This is an optimization exercise on Yosys and OpenROAD, whose aim is small area, not a production implementation.
In this exercise RTL edits were held to simulation tests only and were not proved equivalent to the original.
Power and IR drop assume default switching activity.

===== flow/design.v =====
`timescale 1ns / 1ps
module LCD_RGB #
(
	parameter LCD_W = 8'd240,			 
	parameter LCD_H = 8'd240			 
)
(
	input				clk_in,			 
	input				rst_n_in,		 
	output	reg			ram_lcd_clk_en,	 
	output	reg	[7:0]	ram_lcd_addr,	 
	input		[131:0]	ram_lcd_data,	 
	output	reg			lcd_rst_n_out,	 
	output	reg			lcd_bl_out,		 
	output	reg			lcd_dc_out,		 
	output	reg			lcd_clk_out,	 
	output	reg			lcd_data_out,	 
    output	reg			lcd_cs_out
);
	localparam			INIT_DEPTH = 16'd60;  
	localparam			RED		=	16'hf800;	 
	localparam			GREEN	=	16'h07e0;	 
	localparam			BLUE	=	16'h001f;	 
	localparam			BLACK	=	16'h0000;	 
	localparam			WHITE	=	16'hffff;	 
	localparam			YELLOW	=	16'hffe0;	 
	localparam			IDLE	=	3'd0;
	localparam			MAIN	=	3'd1;
	localparam			INIT	=	3'd2;
	localparam			SCAN	=	3'd3;
	localparam			WRITE	=	3'd4;
	localparam			DELAY	=	3'd5;
	localparam			LOW		=	1'b0;
	localparam			HIGH	=	1'b1;
	reg		[15:0]	color_t;		 
	wire		[15:0]	color_b	=	BLACK;		 
	reg			[7:0]	x_cnt;
	reg			[7:0]	y_cnt;
	reg			[131:0]	ram_data_r;
	reg			[8:0]	data_reg;				
	reg			[8:0]	reg_setxy_q;			 
	reg			[8:0]	reg_init_q;
	reg			[2:0]	cnt_main;
	reg			[2:0]	cnt_init;
	reg			[2:0]	cnt_scan;
	reg			[5:0]	cnt_write;
	reg			[15:0]	cnt_delay;
	reg			[15:0]	num_delay;
	reg			[15:0]	cnt;
	reg					high_word;
	reg			[2:0] 	state;
	reg			[2:0] 	state_back;
	always@(posedge clk_in or negedge rst_n_in) begin
		if(!rst_n_in) begin
			x_cnt <= 8'd0;
			y_cnt <= 8'd0;
            lcd_cs_out<=1'b0;
			ram_lcd_clk_en <= 1'b0;
			ram_lcd_addr <= 8'd0;
			cnt_main <= 3'd0;
			cnt_init <= 3'd0;
			cnt_scan <= 3'd0;
			cnt_write <= 6'd0;
			cnt_delay <= 16'd0;
			num_delay <= 16'd50;
			cnt <= 16'd0;
			high_word <= 1'b1;
            lcd_dc_out  <=1'b0;
			lcd_rst_n_out <= 1'b0;
			lcd_clk_out <= 1'b0;
			lcd_data_out <= 1'b0;
			lcd_bl_out <= LOW;
			state <= IDLE;
			state_back <= IDLE;
		end else begin
			case(state)
				IDLE:begin
						x_cnt <= 8'd0;
						y_cnt <= 8'd0;
						ram_lcd_clk_en <= 1'b0;
						ram_lcd_addr <= 8'd0;
						cnt_main <= 3'd0;
						cnt_init <= 3'd0;
						cnt_scan <= 3'd0;
						cnt_write <= 6'd0;
						cnt_delay <= 16'd0;
						num_delay <= 16'd50;
						cnt <= 16'd0;
						high_word <= 1'b1;
						state <= MAIN;
						state_back <= MAIN;
					end
				MAIN:begin
						case(cnt_main)	 
							3'd0:	begin state <= INIT; cnt_main <= cnt_main + 1'b1; end
							3'd1:	begin state <= SCAN; cnt_main <= cnt_main + 1'b1;color_t<=YELLOW; end
                            3'd2:	begin state <= SCAN; cnt_main <= cnt_main + 1'b1; color_t<=RED;end
							3'd3:	begin cnt_main <= 1'b1; end
							default: state <= IDLE;
						endcase
					end
				INIT:begin	 
						case(cnt_init)
							3'd0:	begin lcd_rst_n_out <= 1'b0; cnt_init <= cnt_init + 1'b1; end	 
							3'd1:	begin num_delay <= 16'd3000; state <= DELAY; state_back <= INIT; cnt_init <= cnt_init + 1'b1; end	 
							3'd2:	begin lcd_rst_n_out <= 1'b1; cnt_init <= cnt_init + 1'b1; end	 
							3'd3:	begin num_delay <= 16'd3000; state <= DELAY; state_back <= INIT; cnt_init <= cnt_init + 1'b1; end	 
							3'd4:	begin 
										if(cnt>=INIT_DEPTH) begin	 
											cnt <= 16'd0;
											cnt_init <= cnt_init + 1'b1;
										end else begin
											data_reg <= reg_init_q;	
											if(cnt==16'd0) num_delay <= 16'd50000;  
											else num_delay <= 16'd50;
											cnt <= cnt + 16'd1;
											state <= WRITE;
											state_back <= INIT;
										end
									end
							3'd5:	begin cnt_init <= 1'b0; state <= MAIN; end	 
							default: state <= IDLE;
						endcase
					end
				SCAN:begin	 
						case(cnt_scan)
							3'd0:	begin  
										if(cnt >= 11) begin	
											cnt <= 16'd0;
											cnt_scan <= cnt_scan + 1'b1;
										end else begin
											data_reg <= reg_setxy_q;
											cnt <= cnt + 16'd1;
											num_delay <= 16'd50;
											state <= WRITE;
											state_back <= SCAN;
										end
									end
							3'd1:	begin ram_lcd_clk_en <= HIGH; ram_lcd_addr <= y_cnt; cnt_scan <= cnt_scan + 1'b1; end	 
							3'd2:	begin cnt_scan <= cnt_scan + 1'b1; end	 
							3'd3:	begin ram_lcd_clk_en <= LOW; ram_data_r <= ram_lcd_data; cnt_scan <= cnt_scan + 1'b1; end	 
							3'd4:	begin  
										if(x_cnt>=LCD_W) begin	 
											x_cnt <= 8'd0;	
											if(y_cnt>=LCD_H) begin y_cnt <= 8'd0; cnt_scan <= cnt_scan + 1'b1; end	 
											else begin y_cnt <= y_cnt + 1'b1; cnt_scan <= 3'd1; end		 
										end else begin
											if(high_word) data_reg <= {1'b1,color_t[15:8]};  
											else begin data_reg <=  {1'b1,color_t[7:0]}; x_cnt <= x_cnt + 1'b1; end	 
											high_word <= ~high_word;	 
											num_delay <= 16'd50;	 
											state <= WRITE;	 
											state_back <= SCAN;	 
										end
									end
							3'd5:	begin cnt_scan <= 1'b0; lcd_bl_out <= HIGH; state <= MAIN; end
							default: state <= IDLE;
						endcase
					end
				WRITE:begin	 
						if(cnt_write >= 6'd17) cnt_write <= 1'b0;
						else cnt_write <= cnt_write + 1'b1;
						case(cnt_write)
							6'd0:	begin lcd_dc_out <= data_reg[8]&1'b1; end	 
							6'd1:	begin lcd_clk_out <= LOW; lcd_data_out <= data_reg[7]; end	 
							6'd2:	begin lcd_clk_out <= HIGH; end
							6'd3:	begin lcd_clk_out <= LOW; lcd_data_out <= data_reg[6]; end
							6'd4:	begin lcd_clk_out <= HIGH; end
							6'd5:	begin lcd_clk_out <= LOW; lcd_data_out <= data_reg[5]; end
							6'd6:	begin lcd_clk_out <= HIGH; end
							6'd7:	begin lcd_clk_out <= LOW; lcd_data_out <= data_reg[4]; end
							6'd8:	begin lcd_clk_out <= HIGH; end
							6'd9:	begin lcd_clk_out <= LOW; lcd_data_out <= data_reg[3]; end
							6'd10:	begin lcd_clk_out <= HIGH; end
							6'd11:	begin lcd_clk_out <= LOW; lcd_data_out <= data_reg[2]; end
							6'd12:	begin lcd_clk_out <= HIGH; end
							6'd13:	begin lcd_clk_out <= LOW; lcd_data_out <= data_reg[1]; end
							6'd14:	begin lcd_clk_out <= HIGH; end
							6'd15:	begin lcd_clk_out <= LOW; lcd_data_out <= data_reg[0]; end	 
							6'd16:	begin lcd_clk_out <= HIGH; end
							6'd17:	begin lcd_clk_out <= LOW; state <= DELAY; end	
							default: state <= IDLE;
						endcase
					end
				DELAY:begin	 
						if(cnt_delay >= num_delay) begin
							cnt_delay <= 16'd0;
							state <= state_back; 
						end else cnt_delay <= cnt_delay + 1'b1;
					end
				default:state <= IDLE;
			endcase
		end
	end
	always@(*) begin
		case(cnt)
			16'd0:	reg_setxy_q = {1'b0,8'h2a};
			16'd1:	reg_setxy_q = {1'b1,8'h00};
			16'd2:	reg_setxy_q = {1'b1,8'h00};
			16'd3:	reg_setxy_q = {1'b1,8'h00};
			16'd4:	reg_setxy_q = {1'b1,8'hf0};
			16'd5:	reg_setxy_q = {1'b0,8'h2b};
			16'd6:	reg_setxy_q = {1'b1,8'h00};
			16'd7:	reg_setxy_q = {1'b1,8'h00};
			16'd8:	reg_setxy_q = {1'b1,8'h00};
			16'd9:	reg_setxy_q = {1'b1,8'hf0};
			16'd10:	reg_setxy_q = {1'b0,8'h2c};
			default:	reg_setxy_q = 9'd0;
		endcase
	end
	always@(*) begin
		case(cnt)
			16'd0:	reg_init_q = {1'b0,8'h11};
			16'd1:	reg_init_q = {1'b0,8'h36};
			16'd2:	reg_init_q = {1'b1,8'h00};
			16'd3:	reg_init_q = {1'b0,8'h3A};
			16'd4:	reg_init_q = {1'b1,8'h05};
			16'd5:	reg_init_q = {1'b0,8'hb2};
			16'd6:	reg_init_q = {1'b1,8'h0C};
			16'd7:	reg_init_q = {1'b1,8'h0c};
			16'd8:	reg_init_q = {1'b1,8'h00};
			16'd9:	reg_init_q = {1'b1,8'h33};
			16'd10:	reg_init_q = {1'b1,8'h33};
			16'd11:	reg_init_q = {1'b0,8'hb7};
			16'd12:	reg_init_q = {1'b1,8'h35};
			16'd13:	reg_init_q = {1'b0,8'hbb};
			16'd14:	reg_init_q = {1'b1,8'h19};
			16'd15:	reg_init_q = {1'b0,8'hc0};
			16'd16:	reg_init_q = {1'b1,8'h2c};
			16'd17:	reg_init_q = {1'b0,8'hc2};
			16'd18:	reg_init_q = {1'b1,8'h01};
			16'd19:	reg_init_q = {1'b0,8'hc3};
			16'd20:	reg_init_q = {1'b1,8'h12};
			16'd21:	reg_init_q = {1'b0,8'hc4};
			16'd22:	reg_init_q = {1'b1,8'h20};
			16'd23:	reg_init_q = {1'b0,8'hc6};
			16'd24:	reg_init_q = {1'b1,8'h0f};
			16'd25:	reg_init_q = {1'b0,8'hd0};
			16'd26:	reg_init_q = {1'b1,8'ha4};
			16'd27:	reg_init_q = {1'b1,8'ha1};
			16'd28:	reg_init_q = {1'b0,8'he0};
			16'd29:	reg_init_q = {1'b1,8'hd0};
			16'd30:	reg_init_q = {1'b1,8'h04};
			16'd31:	reg_init_q = {1'b1,8'h0d};
			16'd32:	reg_init_q = {1'b1,8'h11};
			16'd33:	reg_init_q = {1'b1,8'h13};
			16'd34:	reg_init_q = {1'b1,8'h2b};
			16'd35:	reg_init_q = {1'b1,8'h3f};
			16'd36:	reg_init_q = {1'b1,8'h54};
			16'd37:	reg_init_q = {1'b1,8'h4c};
			16'd38:	reg_init_q = {1'b1,8'h18};
			16'd39:	reg_init_q = {1'b1,8'h0d};
			16'd40:	reg_init_q = {1'b1,8'h0b};
			16'd41:	reg_init_q = {1'b1,8'h1f};
			16'd42:	reg_init_q = {1'b1,8'h23};
			16'd43:	reg_init_q = {1'b0,8'he1};
			16'd44:	reg_init_q = {1'b1,8'hd0};
			16'd45:	reg_init_q = {1'b1,8'h04};
			16'd46:	reg_init_q = {1'b1,8'h0c};
			16'd47:	reg_init_q = {1'b1,8'h11};
			16'd48:	reg_init_q = {1'b1,8'h13};
			16'd49:	reg_init_q = {1'b1,8'h2c};
			16'd50:	reg_init_q = {1'b1,8'h3f};
			16'd51:	reg_init_q = {1'b1,8'h44};
			16'd52:	reg_init_q = {1'b1,8'h51};
			16'd53:	reg_init_q = {1'b1,8'h2f};
			16'd54:	reg_init_q = {1'b1,8'h1f};
			16'd55:	reg_init_q = {1'b1,8'h1f};
			16'd56:	reg_init_q = {1'b1,8'h20};
			16'd57:	reg_init_q = {1'b1,8'h23};
			16'd58:	reg_init_q = {1'b0,8'h21};
			16'd59:	reg_init_q = {1'b0,8'h29};
			default:	reg_init_q = 9'd0;
		endcase
	end
endmodule

===== flow/config.mk =====
export PLATFORM = sky130hd
export DESIGN_NAME = LCD_RGB
export DESIGN_NICKNAME = LCD_RGB
export VERILOG_FILES = /design/flow/design.v
export SDC_FILE = /design/flow/constraint.sdc
export NUM_CORES = 4
export LEC_CHECK = 0
export CAP_MARGIN = 20
export CORE_MARGIN = 2
export CORE_UTILIZATION = 40
export PLACE_DENSITY = 0.6
export SLEW_MARGIN = 20

===== flow/run.sh =====
#!/bin/bash
# synth_recipe.tcl (not shown) runs the flow's synth.tcl, then flattens the netlist and writes it again
# the make line also repeats each setting of config.mk as NAME=value (left out here)
make -C /OpenROAD-flow-scripts/flow DESIGN_CONFIG=/design/flow/config.mk WORK_HOME=/design/flow/orfs CLKGATE_MAP_FILE= SYNTH_SCRIPT=/design/flow/synth_recipe.tcl finish

===== flow/constraint.sdc =====
create_clock -name core_clock -period 10.0 [get_ports {clk_in}]
set_input_delay 2.0000 -clock core_clock [delete_from_list [all_inputs] [get_ports {clk_in}]]
set_output_delay 2.0000 -clock core_clock [all_outputs]
set_load 0.01 [all_outputs]

==> out/results.tsv <==
metric	value	unit
diodes	0	
synth.distinct_cells	85	
regArea	2510	sq um
clkSlewWorstSetupHoldPaths	70	ps
drc	0	
grt_usage	19.0	%
fin_crit_sh	33.1	%
rr_worst_depth	5	
grt_util_met3	4.03	%
synth_compound_area_share	22.7	%
layout-drive-gt1-share	6.96	%
ys_ff_latch	98	
synth_xor_xnor_area_share	0.787	%
htree_levels	3	
finalNetCount	929	
r2r_setup_slack	7100	ps
dp_hpwl	11400	um
critPathLaunch	ram_lcd_clk_en$_DFFE_PN0P_	
fp.dieArea	17800	sq um
grt_pass1_vias	5441	
place.gp.congestion	0.902	
syn-cell-area	6680	sq um
root_buffer	clkbuf_16	
power_density	109	nW/um^2
dieHeight	133	um
via_per_inst	5.77	
grt_antenna_before_repair	0	
holdBufCountCts	0	
setup-tns-final	0	ps
wl_per_cell	16.5	um
drt_first_pass_iters	6	
status	timing/DRC/antenna clean	
worst_pin_slew	940	ps
timing.slew.headroom	37.1	%
grt.met2_usage	30.5	%
path_max_fanout	3	
portBuffers	15	
multi_input_comb_area	3830	sq um
ys.flop_type	dfrtp_1	
syn_avg_cell_area	8.60	sq um
ir_worst_vdd	0.0000703	V
min_path_type	flip-flop to flip-flop	
critical_path_class	flip-flop to primary output	
clock_skew	9.07	ps
cp-endpoint	ram_lcd_clk_en	
r2r-end	state[1]$_DFFE_PN0P_	
yosysWarnings	1	
ctsResizeCount	0	
grt.busiest_layer	met2	
vias	5664	
path_buf_inv	1	
io_pins	149	
cpPeakStageDelay	550	ps
num_rows	47	
fmax	302	MHz
first_iter_violations	420	
totalPowerFinal	0.788	mW
clk_latency	360	ps
clock_sinks	98	
cts_buffer_depth	2	
syn_inst	777	
areaGrowthSynthToFinish	8.28	%
grt_max_degree	66	
synth_top_family_by_area	simple AND/OR/NAND/NOR gates	
drt_wl_total	16200	um
yosys.area_share.simple	23.3	%
cts_buffers	9	
synth_mux_area_share	2.98	%
syn_nets	950	
critPathTopFamily	buffers and inverters	
synth_edf_count	10	
crit_arrival	1310	ps
fillers	1623	
synthArstFlopShare	89.8	%
end_kind	primary output	
ys_seq_area_share	37.5	%
grt_remaining_overflow	0	
synthAdderAreaFrac	7.45	%
met1_usage	25.9	%
required	8000	ps
cts_tree	done	
start_kind	flip-flop	
fin_crit	3310	ps
p_leak	3.06	nW
crit_slowest_cell	clkdlybuf4s50_1	
ant_nets	0	
final_hold_viol_count	0	
crit_chain	clkdlybuf4s50_1	
core_area	16500	sq um
rsz0062_at_grt	no	
r2r_start	state[1]$_DFFE_PN0P_	
postCtsSetupRepairBufs	0	
grt_pass1_wl	27500	um
finalMaxSlewViolations	0	
start_util	40.6	%
die_w	133	um
setup_viol	0	
crit_cells	1	
cap_violations	0	
-- kinds of logic after synthesis --
family                     after synthesis
xor gates and xnor gates                 6
buffers and inverters                   83
DFF                                     98
and+or+nand+nor                        292
adders and majority gates               40
AOI/OAI and AO/OA                      241
muxes                                   16
other                                    1
-- cell usage in the layout, fill, tap and decap left out, types with 9 or more instances in the layout --
cell type / netlist / routed
clkbuf_16: 0 / 9
edfxtp_1: 10 / 10
nor2b_1: 12 / 12
a21o_1: 12 / 12
nor2_1: 64 / 64
nand3_1: 30 / 30
nand4_1: 10 / 10
clkdlybuf4s50_1: 0 / 14
dfrtp_1: 85 / 85
and3_1: 12 / 12
a21oi_1: 45 / 45
nor3_1: 15 / 14
ha_1: 39 / 39
o21ai_0: 95 / 95
nand2_1: 78 / 78
o31ai_1: 10 / 10
a31oi_1: 10 / 10
nand2b_1: 17 / 17
inv_1: 33 / 33
-- final cells by class --
class / count / share of cell area, %
inverter: 33 / 1.71
clock buffer: 9 / 3.11
sequential: 98 / 34.6
tap: 220 / 3.81
multi-input combinational: 596 / 53.0
clock inverter: 7 / 1.38
timing repair buffer: 18 / 2.35
-- worst min-delay path by stage --
stage | cells past startpoint | slack [ps] | startpoint | end
floorplan | 1 | 460 | data_reg[8]$_DFFE_PP_ | lcd_dc_out$_DFFE_PN0P_
global placement | 1 | 460 | lcd_bl_out$_DFFE_PN0P_ | lcd_bl_out$_DFFE_PN0P_
detailed placement | 1 | 460 | lcd_bl_out$_DFFE_PN0P_ | lcd_bl_out$_DFFE_PN0P_
CTS | 1 | 480 | lcd_bl_out$_DFFE_PN0P_ | lcd_bl_out$_DFFE_PN0P_
global route | 1 | 500 | lcd_bl_out$_DFFE_PN0P_ | lcd_bl_out$_DFFE_PN0P_
finish | 1 | 480 | lcd_bl_out$_DFFE_PN0P_ | lcd_bl_out$_DFFE_PN0P_
-- layer usage --
layer / vias to the layer above / wire length, um
met4: 0 / 218
met5: - / 0
met1: 2729 / 7520
li1: 2780 / -
met2: 135 / 7760
met3: 20 / 660
-- metrics by stage --
step | area [sq um] | utilization (%) | hold WS (ps) | instances | setup WS [ps]
2_1_floorplan | 6680 | - | 455 | 777 | 6870
3_3_place_gp | 6900 | 41.9 | 456 | 965 | 6280
3_5_place_dp | 6900 | 41.9 | 462 | 965 | 6240
4_1_cts | 7230 | 43.9 | 479 | 981 | 6620
5_1_grt | 7230 | 43.9 | 504 | 981 | 6650
6_report | 7230 | 43.9 | 479 | 981 | 6690
-- where the power goes --
group / switching [mW] / internal, mW / total [mW]
clock network: 0.158 / 0.221 / 0.379
logic: 0.00731 / 0.000531 / 0.00784
registers: 0 / 0.401 / 0.401
-- synthesized netlist by cell type (all sizes together) (8+ instances only) --
cell type | count | share of area (%)
mux2 | 8 | 1.4
o22ai | 8 | 0.75
nand3 | 31 | 2.5
nand4 | 10 | 0.94
inv | 33 | 1.9
a21o | 12 | 1.3
nor2b | 12 | 1.1
or3 | 9 | 0.86
ha | 39 | 7.3
dfrtp | 85 | 32
nand2 | 79 | 4.5
a21oi | 45 | 3.4
nor3b | 8 | 0.97
nand2b | 17 | 1.6
and3 | 13 | 1.2
nor3 | 16 | 1.3
buf | 24 | 1.9
o21ai | 97 | 7.3
edfxtp | 10 | 4.5
a31oi | 10 | 0.94
o31ai | 10 | 1.1
clkbuf | 26 | 1.5
nor2 | 64 | 3.6

## port drivers added, routing unchanged
In the flow no input, the clock included, has a driving cell. The finished layout below was timed again as built, in two steps. Step 1 assumes that a clkbuf_16 drives the clock port and a buf_2 every other input. Step 2, shift: input delay + t, output delay - t, t = (earliest + latest rising clock arrival at the registers) / 2. This alone moves slack from input paths to output paths. Three values: ideal, step 1, step 2; two values: the first two.
t, ns: 0.400
setup WS [ns]: 6.688 / 6.642 / 6.588
worst data-port slew with drivers (ns): 0.03
pins driven straight from the clock port: 1
After both steps this run still meets setup and hold. For this run, drivers alone change the setup slack by -0.046 ns; drivers and shift together by -0.100 ns.
